This design comes from an exercise in tuning for small area and a short achievable clock period on the open sky130 flow, not from production work.
Where RTL was checked, it was by simulation tests only, not by an equivalence proof against the original.
Power figures rest on the tool's default switching activity, not on a simulated workload.

Setup of run 1:
## decode
module decode(
	clk,
	rst_n,
	data_in,
	data_out
	);
	input clk;
	input rst_n;
	input [1:0] data_in;	 
	output reg data_out;
	reg [4:0] m;
	reg [6:0] p0, p1, p2, p3;
	reg [15:0] lf;
	reg old;	 
	wire clr = (lf == 16'h1a00);
	wire [15:0] lf_nx = {lf[14:0], lf[15]^lf[13]^lf[12]^lf[10]^clr};
	reg [4:0] mn;
	reg [3:0] dec;
	reg [1:0] sel;
	always @(*) begin
		case ({m, data_in})
			7'b00000_00: begin mn = 5'd6; dec = 4'b1010; sel = 2'd0; end
			7'b00000_01: begin mn = 5'd16; dec = 4'b1000; sel = 2'd1; end
			7'b00000_10: begin mn = 5'd16; dec = 4'b0100; sel = 2'd3; end
			7'b00000_11: begin mn = 5'd6; dec = 4'b1001; sel = 2'd2; end
			7'b00110_00: begin mn = 5'd2; dec = 4'b0010; sel = 2'd0; end
			7'b00110_01: begin mn = 5'd1; dec = 4'b1000; sel = 2'd1; end
			7'b00110_10: begin mn = 5'd17; dec = 4'b0100; sel = 2'd1; end
			7'b00110_11: begin mn = 5'd22; dec = 4'b0001; sel = 2'd0; end
			7'b10000_00: begin mn = 5'd22; dec = 4'b1110; sel = 2'd2; end
			7'b10000_01: begin mn = 5'd17; dec = 4'b1011; sel = 2'd3; end
			7'b10000_10: begin mn = 5'd1; dec = 4'b0111; sel = 2'd3; end
			7'b10000_11: begin mn = 5'd2; dec = 4'b1101; sel = 2'd2; end
			7'b00010_00: begin mn = 5'd18; dec = 4'b1010; sel = 2'd0; end
			7'b00010_01: begin mn = 5'd0; dec = 4'b1000; sel = 2'd0; end
			7'b00010_10: begin mn = 5'd0; dec = 4'b0100; sel = 2'd0; end
			7'b00010_11: begin mn = 5'd30; dec = 4'b1001; sel = 2'd0; end
			7'b00001_00: begin mn = 5'd30; dec = 4'b1010; sel = 2'd2; end
  ...
clock: 6.0 ns
lec_check: 0
abc_clock_period_in_ps: 2500
cap_margin: 20
core_margin: 2
core_utilization: 65
place_density: 0.75
setup_slack_margin: 3.2
slew_margin: 20
run.sh (not shown) runs the stock make flow with config.mk's settings and CLKGATE_MAP_FILE= SYNTH_SCRIPT=/design/flow/synth_recipe.tcl, a recipe that flattens the netlist after the stock synthesis.
--- input diff run 1..run 2 ---
# run 1
export LEC_CHECK = 0
export ABC_CLOCK_PERIOD_IN_PS = 2500
export CAP_MARGIN = 20
export CORE_MARGIN = 2
export CORE_UTILIZATION = 65
export PLACE_DENSITY = 0.75
export SETUP_SLACK_MARGIN = 3.2
export SLEW_MARGIN = 20
create_clock -name core_clock -period 6.0 [get_ports {clk}]
# run 2
export LEC_CHECK = 0
export ABC_CLOCK_PERIOD_IN_PS = 2000
export CAP_MARGIN = 20
export CORE_MARGIN = 2
export CORE_UTILIZATION = 40
export PLACE_DENSITY = 0.6
export SETUP_SLACK_MARGIN = 3.5
export SLEW_MARGIN = 20
create_clock -name core_clock -period 6.0 [get_ports {clk}]
--- outcome ---
Compared with run 1, y dimension of the die in run 2 increased by more than a quarter.
Of run 1 and run 2, run 1 shows the lower met3 wire length, with run 2 above it.
The die area of run 2 exceeds that of run 1 by 3200 um2.
Input-level comparison between run 3 and run 2:
# run 2
export LEC_CHECK = 0
export ABC_CLOCK_PERIOD_IN_PS = 2000
export CAP_MARGIN = 20
export CORE_MARGIN = 2
export CORE_UTILIZATION = 40
export PLACE_DENSITY = 0.6
export SETUP_SLACK_MARGIN = 3.5
export SLEW_MARGIN = 20
create_clock -name core_clock -period 6.0 [get_ports {clk}]
# run 3
export LEC_CHECK = 0
export ABC_CLOCK_PERIOD_IN_PS = 1500
export CAP_MARGIN = 20
export CORE_MARGIN = 2
export CORE_UTILIZATION = 65
export PLACE_DENSITY = 0.75
export SETUP_SLACK_MARGIN = 3.5
export SLEW_MARGIN = 20
create_clock -name core_clock -period 6.0 [get_ports {clk}]
--- outcome ---
- Relative to run 2, the routed wire length measured on run 3 has decreased by a few percent.
- Run 3 vs run 2 on multi-input gate share of total cell area: run 3 is the higher one.
- Between run 2 and run 3, the total vias in the final route figures differ only marginally.
- Run 3 gives less total of clock buffers placed in the layout than run 2 did.
- Run 3 consumes less power than run 2 does.
- Power density over the cells, run 2 and run 3: smaller value in run 2
- Run 3 ended up with a higher final hold slack than run 2 did.
- Data arrival time at the worst-slack endpoint ends up higher on run 2.
- Cmp run 3 vs run 2: instance count on the critical path higher in run 3
- Worst setup slack, run 2 and run 3: higher on run 3

---

## v36
decode, a different RTL version from the one above (not shown whole).
Size: roughly 380 cells after synthesis, ~51 flip-flops, ~5 I/O pins, about 3400 sq um of cells after synthesis.
make LEC_CHECK=0 ABC_CLOCK_PERIOD_IN_PS=2000 CAP_MARGIN=20 CORE_MARGIN=2 CORE_UTILIZATION=40 PLACE_DENSITY=0.6 SETUP_SLACK_MARGIN=3.5 SLEW_MARGIN=20 finish   # period 6.0 ns
Edits applied to the flow inputs when going from v36 to v5:
Settings: swapping 3.5 for 4.0 in SETUP_SLACK_MARGIN.
==> notes.md <==
Each of the runs, namely v5 and v36, reached the end of the flow and came out clean. On v5: met3 wire length is 3.9% lower than what v36 gave. | count of plain and timing-repair buffers | lower: v36 |. sky130_fd_sc_hd__a221o_1 as the library cell contributing the largest single delay on the critical path was reported by v36, and sky130_fd_sc_hd__o311ai_1 by v5. As far as final worst hold slack is concerned, v5 and v36 perform about the same. Number of nets with antenna violations after routing: v5 vs v36 identical. Sort v5 and v36 by net switching component of the power desc -> top: v5. Comparing v5 and v36, the higher logic depth of the worst setup path including buffers is on v5. v36 → v5: area taken by flip-flops and latches picked up an extra 0.33%; total power rose by 9.9%; global-route wire length before repair rose by about 4%; number of vias per cell after detailed routing dropped 1.2%.
> inputs changed (v5 -> v10)
Settings: removing ABC_CLOCK_PERIOD_IN_PS (formerly 2000); removing SETUP_SLACK_MARGIN (formerly 4.0).
## What came out
- Changes observed in v10 relative to v5: post-layout minimum cycle time grew by 1.31 ns, sequential cell fraction of total power grew by 6.8 points.
- The run showing the greater power attributed to the clock group is v10.
Function was not checked in any run of this note: the RTL went through the layout flow alone.

---

== P ==
The RTL this note starts from:
==> flow/design.v <==
module decode(
	clk,
	rst_n,
	data_in,
	data_out
	);
	input clk;
	input rst_n;
	input [1:0] data_in;	 
	output reg data_out;
	reg [4:0] m;
	reg [3:0] dec;
	reg [5:0] p0, p1, p2, p3;
	reg [15:0] lf;
	reg old;	 
	wire clr = (lf == 16'h1a00);
	wire [15:0] lf_nx = {lf[14:0], lf[15]^lf[13]^lf[12]^lf[10]^clr};
	wire [6:0] q0 = {dec[0] ? p2 : p0, dec[0]};
	wire [6:0] q1 = {dec[1] ? p2 : p0, dec[1]};
	wire [6:0] q2 = {dec[2] ? p3 : p1, dec[2]};
	wire [6:0] q3 = {dec[3] ? p3 : p1, dec[3]};
	reg [8:0] tn0, tn1, tn2, tn3;
	always @(*) begin
		case (m)
			5'd0: begin tn0 = {5'd6, 4'b1010}; tn1 = {5'd7, 4'b1000}; tn2 = {5'd7, 4'b0100}; tn3 = {5'd6, 4'b1001}; end
			5'd6: begin tn0 = {5'd3, 4'b0010}; tn1 = {5'd9, 4'b1000}; tn2 = {5'd11, 4'b0100}; tn3 = {5'd5, 4'b0001}; end
			5'd7: begin tn0 = {5'd5, 4'b1110}; tn1 = {5'd11, 4'b1011}; tn2 = {5'd9, 4'b0111}; tn3 = {5'd3, 4'b1101}; end
			5'd3: begin tn0 = {5'd24, 4'b1010}; tn1 = {5'd0, 4'b1000}; tn2 = {5'd0, 4'b0100}; tn3 = {5'd16, 4'b1001}; end
			5'd9: begin tn0 = {5'd16, 4'b1010}; tn1 = {5'd0, 4'b1011}; tn2 = {5'd0, 4'b0111}; tn3 = {5'd24, 4'b1001}; end
			5'd11: begin tn0 = {5'd0, 4'b1110}; tn1 = {5'd17, 4'b1000}; tn2 = {5'd25, 4'b0100}; tn3 = {5'd0, 4'b1101}; end
			5'd5: begin tn0 = {5'd0, 4'b0010}; tn1 = {5'd25, 4'b1000}; tn2 = {5'd17, 4'b0100}; tn3 = {5'd0, 4'b0001}; end
			5'd24: begin tn0 = {5'd28, 4'b0000}; tn1 = {5'd4, 4'b1000}; tn2 = {5'd8, 4'b0100}; tn3 = {5'd20, 4'b0000}; end
			5'd16: begin tn0 = {5'd12, 4'b0010}; tn1 = {5'd27, 4'b1000}; tn2 = {5'd21, 4'b0000}; tn3 = {5'd30, 4'b0001}; end
			5'd17: begin tn0 = {5'd30, 4'b1110}; tn1 = {5'd21, 4'b1011}; tn2 = {5'd27, 4'b1111}; tn3 = {5'd12, 4'b1101}; end
			5'd25: begin tn0 = {5'd20, 4'b1110}; tn1 = {5'd8, 4'b1011}; tn2 = {5'd4, 4'b0111}; tn3 = {5'd28, 4'b1101}; end
			5'd28: begin tn0 = {5'd2, 4'b1000}; tn1 = {5'd6, 4'b1000}; tn2 = {5'd6, 4'b0100}; tn3 = {5'd14, 4'b1000}; end
			5'd4: begin tn0 = {5'd6, 4'b0010}; tn1 = {5'd9, 4'b1000}; tn2 = {5'd11, 4'b0100}; tn3 = {5'd6, 4'b0001}; end
			5'd8: begin tn0 = {5'd3, 4'b1010}; tn1 = {5'd7, 4'b1000}; tn2 = {5'd7, 4'b0100}; tn3 = {5'd5, 4'b1001}; end
			5'd20: begin tn0 = {5'd7, 4'b0010}; tn1 = {5'd31, 4'b1000}; tn2 = {5'd15, 4'b0000}; tn3 = {5'd7, 4'b0001}; end
			5'd12: begin tn0 = {5'd6, 4'b1110}; tn1 = {5'd11, 4'b1000}; tn2 = {5'd9, 4'b0100}; tn3 = {5'd6, 4'b1101}; end
			5'd27: begin tn0 = {5'd14, 4'b1010}; tn1 = {5'd6, 4'b1011}; tn2 = {5'd6, 4'b0111}; tn3 = {5'd2, 4'b1001}; end
			5'd21: begin tn0 = {5'd7, 4'b1110}; tn1 = {5'd15, 4'b1000}; tn2 = {5'd31, 4'b1100}; tn3 = {5'd7, 4'b1101}; end
			5'd30: begin tn0 = {5'd5, 4'b1010}; tn1 = {5'd7, 4'b1011}; tn2 = {5'd7, 4'b0111}; tn3 = {5'd3, 4'b1001}; end
			5'd2: begin tn0 = {5'd2, 4'b0000}; tn1 = {5'd10, 4'b1000}; tn2 = {5'd26, 4'b0100}; tn3 = {5'd14, 4'b0000}; end
			5'd14: begin tn0 = {5'd1, 4'b0010}; tn1 = {5'd31, 4'b0000}; tn2 = {5'd15, 4'b0000}; tn3 = {5'd13, 4'b0001}; end
			5'd31: begin tn0 = {5'd14, 4'b1111}; tn1 = {5'd26, 4'b1011}; tn2 = {5'd10, 4'b0111}; tn3 = {5'd2, 4'b1111}; end
			5'd15: begin tn0 = {5'd13, 4'b1110}; tn1 = {5'd15, 4'b1111}; tn2 = {5'd31, 4'b1111}; tn3 = {5'd1, 4'b1101}; end
			5'd10: begin tn0 = {5'd3, 4'b0010}; tn1 = {5'd19, 4'b1000}; tn2 = {5'd23, 4'b0000}; tn3 = {5'd5, 4'b0001}; end
			5'd26: begin tn0 = {5'd29, 4'b0000}; tn1 = {5'd9, 4'b1000}; tn2 = {5'd11, 4'b0100}; tn3 = {5'd22, 4'b0000}; end
			5'd1: begin tn0 = {5'd5, 4'b1110}; tn1 = {5'd23, 4'b1011}; tn2 = {5'd19, 4'b1111}; tn3 = {5'd3, 4'b1101}; end
			5'd13: begin tn0 = {5'd22, 4'b1110}; tn1 = {5'd11, 4'b1011}; tn2 = {5'd9, 4'b0111}; tn3 = {5'd29, 4'b1101}; end
			5'd19: begin tn0 = {5'd16, 4'b0010}; tn1 = {5'd4, 4'b1011}; tn2 = {5'd8, 4'b0111}; tn3 = {5'd24, 4'b0001}; end
			5'd23: begin tn0 = {5'd12, 4'b1110}; tn1 = {5'd17, 4'b1000}; tn2 = {5'd25, 4'b0100}; tn3 = {5'd30, 4'b1101}; end
			5'd29: begin tn0 = {5'd24, 4'b1110}; tn1 = {5'd8, 4'b1000}; tn2 = {5'd4, 4'b0100}; tn3 = {5'd16, 4'b1101}; end
			5'd22: begin tn0 = {5'd30, 4'b0010}; tn1 = {5'd25, 4'b1011}; tn2 = {5'd17, 4'b0111}; tn3 = {5'd12, 4'b0001}; end
			default: begin tn0 = {5'd0, 4'b0000}; tn1 = tn0; tn2 = tn0; tn3 = tn0; end
		endcase
	end
	reg [8:0] tn;
	always @(*)
		case (data_in)
			2'd0: tn = tn0;
			2'd1: tn = tn1;
			2'd2: tn = tn2;
			default: tn = tn3;
		endcase
	wire [4:0] mn = tn[8:4];
	wire [3:0] dn = tn[3:0];
	reg [7:0] sl;
	always @(*) begin
		case (m)
			5'd0: sl = {2'd2, 2'd3, 2'd1, 2'd0};
			5'd6: sl = {2'd0, 2'd1, 2'd1, 2'd0};
			5'd7: sl = {2'd2, 2'd3, 2'd3, 2'd2};
			5'd3: sl = {2'd0, 2'd0, 2'd0, 2'd0};
			5'd9: sl = {2'd2, 2'd2, 2'd2, 2'd2};
			5'd11: sl = {2'd2, 2'd3, 2'd3, 2'd0};
			5'd5: sl = {2'd2, 2'd1, 2'd1, 2'd0};
			5'd24: sl = {2'd0, 2'd0, 2'd0, 2'd0};
			5'd16: sl = {2'd0, 2'd1, 2'd1, 2'd0};
			5'd17: sl = {2'd2, 2'd3, 2'd3, 2'd2};
			5'd25: sl = {2'd2, 2'd2, 2'd2, 2'd2};
			5'd28: sl = {2'd0, 2'd0, 2'd0, 2'd0};
			5'd4: sl = {2'd2, 2'd1, 2'd1, 2'd0};
			5'd8: sl = {2'd0, 2'd3, 2'd1, 2'd0};
			5'd20: sl = {2'd1, 2'd1, 2'd1, 2'd1};
			5'd12: sl = {2'd2, 2'd3, 2'd3, 2'd0};
			5'd27: sl = {2'd2, 2'd2, 2'd2, 2'd2};
			5'd21: sl = {2'd3, 2'd3, 2'd3, 2'd3};
			5'd30: sl = {2'd2, 2'd3, 2'd1, 2'd2};
			5'd2: sl = {2'd0, 2'd0, 2'd0, 2'd0};
			5'd14: sl = {2'd1, 2'd1, 2'd1, 2'd1};
			5'd31: sl = {2'd2, 2'd2, 2'd2, 2'd2};
			5'd15: sl = {2'd3, 2'd3, 2'd3, 2'd3};
			5'd10: sl = {2'd0, 2'd1, 2'd1, 2'd0};
			5'd26: sl = {2'd0, 2'd1, 2'd1, 2'd0};
			5'd1: sl = {2'd2, 2'd3, 2'd3, 2'd2};
			5'd13: sl = {2'd2, 2'd3, 2'd3, 2'd2};
			5'd19: sl = {2'd2, 2'd2, 2'd2, 2'd2};
			5'd23: sl = {2'd0, 2'd3, 2'd3, 2'd0};
			5'd29: sl = {2'd0, 2'd0, 2'd0, 2'd0};
			5'd22: sl = {2'd2, 2'd1, 2'd1, 2'd2};
			default: sl = 8'd0;
		endcase
	end
	wire [3:0] b8 = {q3[6], q2[6], q1[6], q0[6]};
	wire [3:0] cand = {b8[sl[7:6]], b8[sl[5:4]], b8[sl[3:2]], b8[sl[1:0]]};
	always @(posedge clk or negedge rst_n)
		if (!rst_n) begin
			lf <= 16'h3400;
			old <= 1'b0;
			m <= 5'd0;
			data_out <= 1'b0;
		end else begin
			lf <= lf_nx;
			old <= ~clr & (old | lf[7]);
			m <= clr ? 5'd0 : mn;
			data_out <= ~clr & old & cand[data_in];
		end
	always @(posedge clk) begin
		dec <= dn;
		p0 <= q0[5:0];
		p1 <= q1[5:0];
		p2 <= q2[5:0];
		p3 <= q3[5:0];
	end
endmodule
export LEC_CHECK = 0
export ABC_AREA = 1
export ABC_CLOCK_PERIOD_IN_PS = 2500
export CAP_MARGIN = 20
export CORE_MARGIN = 2
export CORE_UTILIZATION = 65
export PLACE_DENSITY = 0.75
export SETUP_SLACK_MARGIN = 3.6
export SLEW_MARGIN = 20
create_clock -name core_clock -period 6.0 [get_ports {clk}]
standard.sh (not shown) runs the stock make flow with config.mk's settings and CLKGATE_MAP_FILE= SYNTH_SCRIPT=/design/flow/synth_recipe.tcl, a recipe that flattens the netlist after the stock synthesis.
==> flow/flow/run.sh <==
#!/bin/bash
# Layout flow: the standard flow, except that synthesis leaves half and
# full adders to abc as plain logic (no ADDER_MAP_FILE) instead of
# extracting them into adder cells.
set -euo pipefail
bash standard.sh ADDER_MAP_FILE= finish > make_finish.log 2>&1
#### Input delta (Q over P)
- SETUP_SLACK_MARGIN: 3.6 -> 4.3
- ABC_AREA: 1 -> unset
==> flow/run.sh (new file) <==
#!/bin/bash
# synth_recipe.tcl (not shown) runs the flow's synth.tcl, then flattens the netlist and writes it again
# the make line also repeats each setting of config.mk as NAME=value (left out here)
make -C /OpenROAD-flow-scripts/flow DESIGN_CONFIG=/design/flow/config.mk WORK_HOME=/design/flow/orfs CLKGATE_MAP_FILE= SYNTH_SCRIPT=/design/flow/synth_recipe.tcl finish
removed: flow/flow/run.sh
removed: flow/standard.sh
--- outcome ---
The flow did not stop early for Q: all stages ran, and the layout cleared the timing, DRC and antenna checks.
Q ended up with m[0]$_DFF_PN0_ as its critical path startpoint; P ended up with data_in[0].
Post-CTS repair timing setup buffer count for Q is higher than for P.
Of Q and P, it is Q that has the higher relative area change from synthesis to final layout.
The clock-pin transition on the worst setup and hold timing paths was comparable across P and Q.
Looking at die area, Q sits above P.
P consumes less power than Q.
Lower fraction of power consumed by combinational cells goes to P over Q.

re-timing with driven ports:
The results above use ideal ports. As a check the final layouts listed here were re-extracted and re-timed, cells and wires unchanged. Step 1 assumes that a clkbuf_16 drives the clock port and a buf_2 every other input. Step 2 adds t to the input delays and takes it off the output delays; t is the mean of the earliest and latest rising clock arrival at the registers after step 1. Input paths then give back, and output paths get back, about the clock's delay inside the block. Three values: ideal ports, drivers, drivers and shift; two values: the first two.
| run | t (ns) | setup slack, ns | worst data-port slew with drivers (ns) | cell pins on the clock port's net |
|---|---|---|---|---|
| run 1 | 0.317 | 3.164 / 3.095 / 2.779 | 0.10 | 1 |
| run 2 | 0.331 | 3.221 / 3.180 / 2.850 | 0.06 | 1 |
| run 3 | 0.334 | 3.237 / 3.194 / 2.861 | 0.07 | 1 |
| v36 | 0.322 | 3.321 / 3.262 / 2.940 | 0.08 | 1 |
| v5 | 0.328 | 3.316 / 3.251 / 2.924 | 0.09 | 1 |
| v10 | 0.315 | 2.009 / 2.010 / 1.695 | 0.03 | 1 |
| P | 0.324 | 3.635 / 3.626 / 3.309 | 0.03 | 1 |
| Q | 0.327 | 3.656 / 3.656 / 3.581 | 0.04 | 1 |
After both steps setup and hold are still met in every run listed. The setup slack of v5, which loses most, moves by -0.065 ns with the drivers and by -0.392 ns with both steps.
